From an optimization exercise on the open Yosys and OpenROAD flow, aimed at small area and a short achievable clock period; shortcuts taken in it are not production practice. At most, simulation tests tie the RTL to the original design; equivalence was not proved. Power is estimated from default activity; no workload was simulated.

Setup of old:
## alu
module alu(
           clk,
           rst_n,
           src1,
           src2,
           ALU_control,
           result,
           zero,
           cout,
           overflow
           );
For scale: about 34 flip-flops, roughly 110 I/O pins, ~3500 um2 of cells after synthesis.
==> flow/config.mk <==
export PLATFORM = sky130hd
export DESIGN_NAME = alu
export DESIGN_NICKNAME = alu
export VERILOG_FILES = /design/flow/design.v
export SDC_FILE = /design/flow/constraint.sdc
export NUM_CORES = 4
export LEC_CHECK = 0
export CAP_MARGIN = 20
export CORE_MARGIN = 2
export CORE_UTILIZATION = 40
export SLEW_MARGIN = 20
==> flow/constraint.sdc <==
create_clock -name core_clock -period 11.0 [get_ports {clk}]
set_input_delay 2.2000 -clock core_clock [delete_from_list [all_inputs] [get_ports {clk}]]
set_output_delay 2.2000 -clock core_clock [all_outputs]
set_load 0.01 [all_outputs]
standard.sh (not shown) runs the stock make flow with config.mk's settings and CLKGATE_MAP_FILE= SYNTH_SCRIPT=/design/flow/synth_recipe.tcl, a recipe that flattens the netlist after the stock synthesis.
==> flow/flow/run.sh <==
#!/bin/bash
# Layout flow: the standard layout, with two changes.
# 1. Synthesis is the standard synthesis (synth_recipe.tcl, so -nofsm -noshare,
#    flatten and the same renames) except that Yosys does not extract full and
#    half adder cells, and ABC maps the logic with flow/abc.script instead of
#    the ORFS speed script. The registers are the standard synthesis's.
# 2. The port buffers are the small plain buffer instead of the default
#    delay-buffer cell, and the resizer's setup repair aims for a slack margin.
# Each tool's output goes to a log of its own in the work folder.
set -euo pipefail
here=$(pwd)
{ head -n 1 synth_recipe.tcl
  cat <<'EOT'
# ABC with this flow's own script
proc abc {args} {
  set i [lsearch -exact $args -script]
  if {$i >= 0} { lset args [expr {$i + 1}] $::env(OWN_ABC_SCRIPT) }
  yosys abc {*}$args
}
EOT
  tail -n +2 synth_recipe.tcl
} > own_synth.tcl
sed -e "s#SYNTH_SCRIPT=[^ ]*#SYNTH_SCRIPT=$here/own_synth.tcl ADDER_MAP_FILE=#" standard.sh > own_synth.sh
export OWN_ABC_SCRIPT=$here/flow/abc.script
bash own_synth.sh synth > synth.log 2>&1
export BUFFER_PORTS_ARGS="-buffer_cell sky130_fd_sc_hd__buf_1"
export SETUP_SLACK_MARGIN=6
bash standard.sh > layout.log 2>&1
==> flow/flow/abc.script <==
strash
&get -n
&dch -f
&nf -R 1000
&put
topo
upsize -c
dnsize -c
stime -c
old | status: complete | timing, DRC, antenna: pass
Inputs modified between old and new:
# old
export LEC_CHECK = 0
export CAP_MARGIN = 20
export CORE_MARGIN = 2
export CORE_UTILIZATION = 40
export SLEW_MARGIN = 20
create_clock -name core_clock -period 11.0 [get_ports {clk}]
# new
export LEC_CHECK = 0
export CAP_MARGIN = 20
export CORE_MARGIN = 2
export CORE_UTILIZATION = 60
export SLEW_MARGIN = 20
create_clock -name core_clock -period 11.0 [get_ports {clk}]
==> flow/flow/run.sh <==
#!/bin/bash
set -euo pipefail
export BUFFER_PORTS_ARGS="-buffer_cell sky130_fd_sc_hd__buf_1"
export SETUP_SLACK_MARGIN=6

bash standard.sh > standard_flow.log 2>&1
removed: flow/flow/abc.script
Results
new: PASS, flow complete, no timing, DRC or antenna violations
Summary of new over old: count of pins over their slew limit held steady, buffering stage count on the worst path with inverters included grew by 1, synthesized area grew by 5.2%.
No run of this note included a check of the RTL's function; only the layout flow was run.

Starting RTL as in the previous note.
==> flow/config.mk <==
export PLATFORM = sky130hd
export DESIGN_NAME = alu
export DESIGN_NICKNAME = alu
export VERILOG_FILES = /design/flow/design.v
export SDC_FILE = /design/flow/constraint.sdc
export NUM_CORES = 4
export LEC_CHECK = 0
export CAP_MARGIN = 20
export CORE_MARGIN = 2
export CORE_UTILIZATION = 40
export SLEW_MARGIN = 20
==> flow/constraint.sdc <==
create_clock -name core_clock -period 11.0 [get_ports {clk}]
set_input_delay 2.2000 -clock core_clock [delete_from_list [all_inputs] [get_ports {clk}]]
set_output_delay 2.2000 -clock core_clock [all_outputs]
set_load 0.01 [all_outputs]
==> flow/flow/run.sh <==
#!/bin/bash
set -euo pipefail
export BUFFER_PORTS_ARGS="-buffer_cell sky130_fd_sc_hd__buf_1"
export SETUP_SLACK_MARGIN=6
bash standard.sh > standard_flow.log 2>&1
Edit:
--- a/flow/flow/run.sh
+++ b/flow/flow/run.sh
@@ -4,0 +5 @@
+
Settings changed: CORE_UTILIZATION 40 to 75, PLACE_DENSITY from default to 0.8.
Via count climbs by 31%.
Maximum frequency drops by 5.2%.
Setup slack gets worse by 270 ps.
Die area drops by 45%.
Wire length climbs by 43%.
First-iteration DRC count climbs to 6.4 times its value.
Critical path depth climbs by 2.
Total power climbs by 9.8%.
Synthesized area is unchanged.
Core utilization climbs by 45 points.
Edit:
--- a/flow/flow/run.sh
+++ b/flow/flow/run.sh
@@ -4 +4 @@
-export SETUP_SLACK_MARGIN=6
+export SETUP_SLACK_MARGIN=6.25
Settings changed: CORE_UTILIZATION 75 to 40, PLACE_DENSITY 0.8 to default.
The new run ran to the end with no violations. Count of clock-buffer cells in the layout went up by 2. Synthesized cell count does not change. Clock power increases by roughly a tenth. Final cell count climbs by roughly a tenth. Sequential power hardly moves. Worst hold slack barely changes.
Edit:
==> flow/flow/run.sh (replaced) <==
#!/bin/bash
# Layout flow: the standard layout, with two changes.
# 1. Synthesis is the standard synthesis (synth_recipe.tcl, so -nofsm -noshare,
#    flatten and the same renames) except that Yosys does not extract full and
#    half adder cells, and ABC maps the logic with flow/abc.script instead of
#    the ORFS speed script. The registers are the standard synthesis's.
# 2. The port buffers are the small plain buffer instead of the default
#    delay-buffer cell, and the resizer's setup repair aims for a slack margin.
# Each tool's output goes to a log of its own in the work folder.
set -euo pipefail
here=$(pwd)
{ head -n 1 synth_recipe.tcl
  cat <<'EOT'
# ABC with this flow's own script
proc abc {args} {
  set i [lsearch -exact $args -script]
  if {$i >= 0} { lset args [expr {$i + 1}] $::env(OWN_ABC_SCRIPT) }
  yosys abc {*}$args
}
EOT
  tail -n +2 synth_recipe.tcl
} > own_synth.tcl
sed -e "s#SYNTH_SCRIPT=[^ ]*#SYNTH_SCRIPT=$here/own_synth.tcl ADDER_MAP_FILE=#" standard.sh > own_synth.sh
export OWN_ABC_SCRIPT=$here/flow/abc.script
bash own_synth.sh synth > synth.log 2>&1
export BUFFER_PORTS_ARGS="-buffer_cell sky130_fd_sc_hd__buf_1"
export SETUP_SLACK_MARGIN=0
bash standard.sh > layout.log 2>&1
==> flow/flow/abc.script (new file) <==
strash
&get -n
&st
&dch -f
&nf -R 1000
&dch -f
&nf -R 1000
&put
topo
buffer -c
upsize -c
dnsize -c
stime -c
The new run passed the timing, DRC and antenna checks.
Global-route usage is lower by 0.83 points.
Flip-flop and latch count is unchanged.
Power goes down by about 15%.
Synthesized area shrinks by 2.4%.
Clock-buffer cell count falls by 1.
Wire length falls by about 9%.
Hold slack is worse by 3.3 ps.
Edit:
==> flow/flow/run.sh (replaced) <==
#!/bin/bash
set -euo pipefail
export BUFFER_PORTS_ARGS="-buffer_cell sky130_fd_sc_hd__buf_1"
export SETUP_SLACK_MARGIN=0
bash standard.sh > standard_flow.log 2>&1
removed: flow/flow/abc.script
Outcome: Non-clock buffer count increases by 3; power increases by 12%; sequential cell count does not change.
Edit:
==> flow/flow/run.sh (replaced) <==
#!/bin/bash
# Layout flow: the standard layout, with two changes.
# 1. Synthesis is the standard synthesis (synth_recipe.tcl, so -nofsm -noshare,
#    flatten and the same renames) except that Yosys does not extract full and
#    half adder cells, and ABC maps the logic with flow/abc.script instead of
#    the ORFS speed script. The registers are the standard synthesis's.
# 2. The port buffers are the small plain buffer instead of the default
#    delay-buffer cell, and the resizer's setup repair aims for a slack margin.
# Each tool's output goes to a log of its own in the work folder.
set -euo pipefail
here=$(pwd)
{ head -n 1 synth_recipe.tcl
  cat <<'EOT'
# ABC with this flow's own script
proc abc {args} {
  set i [lsearch -exact $args -script]
  if {$i >= 0} { lset args [expr {$i + 1}] $::env(OWN_ABC_SCRIPT) }
  yosys abc {*}$args
}
EOT
  tail -n +2 synth_recipe.tcl
} > own_synth.tcl
sed -e "s#SYNTH_SCRIPT=[^ ]*#SYNTH_SCRIPT=$here/own_synth.tcl ADDER_MAP_FILE=#" standard.sh > own_synth.sh
export OWN_ABC_SCRIPT=$here/flow/abc.script
bash own_synth.sh synth > synth.log 2>&1
export BUFFER_PORTS_ARGS="-buffer_cell sky130_fd_sc_hd__buf_1"
export SETUP_SLACK_MARGIN=6
bash standard.sh > layout.log 2>&1
==> flow/flow/abc.script (new file) <==
strash
&get -n
&dch -f
&nf -R 1000
&put
topo
buffer -c
upsize -c
dnsize -c
stime -c
Effect: The changed run produced a clean layout. Cell count is higher by 4.7%. Final area is higher by 4.4%. Hold slack is better by 4.4 ps.
No functional check of the RTL was part of any run of this note.

Another version of the RTL of alu (not shown whole).
Size in the first run: roughly 34 flip-flops, ~3500 sq um of cells after synthesis.
export LEC_CHECK = 0
export CAP_MARGIN = 20
export CORE_MARGIN = 2
export CORE_UTILIZATION = 60
export CTS_BUF_LIST = sky130_fd_sc_hd__clkbuf_4
export SLEW_MARGIN = 20
create_clock -name core_clock -period 11.0 [get_ports {clk}]
==> flow/flow/run.sh <==
#!/bin/bash
# Layout flow: the standard layout, with two changes.
# 1. Synthesis is the standard synthesis (synth_recipe.tcl, so -nofsm -noshare,
#    flatten and the same renames) except that Yosys does not extract full and
#    half adder cells, and ABC maps the logic with flow/abc.script instead of
#    the ORFS speed script. The registers are the standard synthesis's.
# 2. The port buffers are the small plain buffer instead of the default
#    delay-buffer cell, and the resizer's setup repair aims for a slack margin.
# Each tool's output goes to a log of its own in the work folder.
set -euo pipefail
here=$(pwd)
{ head -n 1 synth_recipe.tcl
  cat <<'EOT'
# ABC with this flow's own script
proc abc {args} {
  set i [lsearch -exact $args -script]
  if {$i >= 0} { lset args [expr {$i + 1}] $::env(OWN_ABC_SCRIPT) }
  yosys abc {*}$args
}
EOT
  tail -n +2 synth_recipe.tcl
} > own_synth.tcl
sed -e "s#SYNTH_SCRIPT=[^ ]*#SYNTH_SCRIPT=$here/own_synth.tcl ADDER_MAP_FILE=#" standard.sh > own_synth.sh
export OWN_ABC_SCRIPT=$here/flow/abc.script
bash own_synth.sh synth > synth.log 2>&1
export BUFFER_PORTS_ARGS="-buffer_cell sky130_fd_sc_hd__buf_1"
export SETUP_SLACK_MARGIN=6.25
bash standard.sh > layout.log 2>&1
==> flow/flow/abc.script <==
strash
&get -n
&dch -f
&nf -R 1000
&put
topo
buffer -c
upsize -c
dnsize -c
stime -c
Then changed:
==> flow/flow/abc.script (replaced) <==
strash
&get -n
&st
&dc2
&dch -f
&nf -R 1000
&dch -f
&nf -R 1000
&put
topo
buffer -c
upsize -c
dnsize -c
stime -c
=> Via count is lower by 6.6%; first-iteration DRC count is higher by 6.0%; worst hold slack gains 0.017 ns.

## separate check: timing with driven ports
How much do the figures lean on ideal ports? The routed layouts below were timed once more, with nothing changed but the port constraints. Step 1: set_driving_cell puts a clkbuf_16 on clk and a buf_2 on each other input, an assumption about the parent block. Step 2 also shifts input and output timing later by t, the mid clock arrival at the registers, as if the neighbouring blocks saw the same clock. Slacks: ideal / step 1 / step 2; pairs: ideal / step 1.
run	t, ns	setup WS [ns]	latest minus earliest clock arrival (ns)	slew at the worst register clock pin (ns)	pins driven straight from the clock port
old	0.310	6.097 / 6.075 / 5.765	0.009 / 0.009	0.08 / 0.08	1
new	0.319	6.150 / 6.160 / 5.841	0.006 / 0.006	0.08 / 0.08	1
the first run of note 2	0.320	6.111 / 6.122 / 5.802	0.005 / 0.006	0.07 / 0.07	1
the second run of note 2	0.326	5.842 / 5.847 / 5.521	0.016 / 0.016	0.08 / 0.08	1
the third run of note 2	0.319	6.204 / 6.213 / 5.894	0.013 / 0.012	0.08 / 0.08	1
the fourth run of note 2	0.321	5.178 / 5.182 / 4.861	0.006 / 0.006	0.08 / 0.08	1
the fifth run of note 2	0.309	5.685 / 5.689 / 5.380	0.003 / 0.004	0.07 / 0.07	1
the sixth run of note 2	0.314	6.001 / 5.976 / 5.662	0.005 / 0.005	0.08 / 0.08	1
the first run of note 3	0.374	6.357 / 6.365 / 5.991	0.004 / 0.004	0.11 / 0.11	1
the second run of note 3	0.355	5.739 / 5.722 / 5.367	0.004 / 0.004	0.11 / 0.11	1
After both steps every run listed still meets setup and hold. The setup slack of the second run of note 3, which loses most, moves by -0.017 ns with the drivers and by -0.372 ns with both steps.
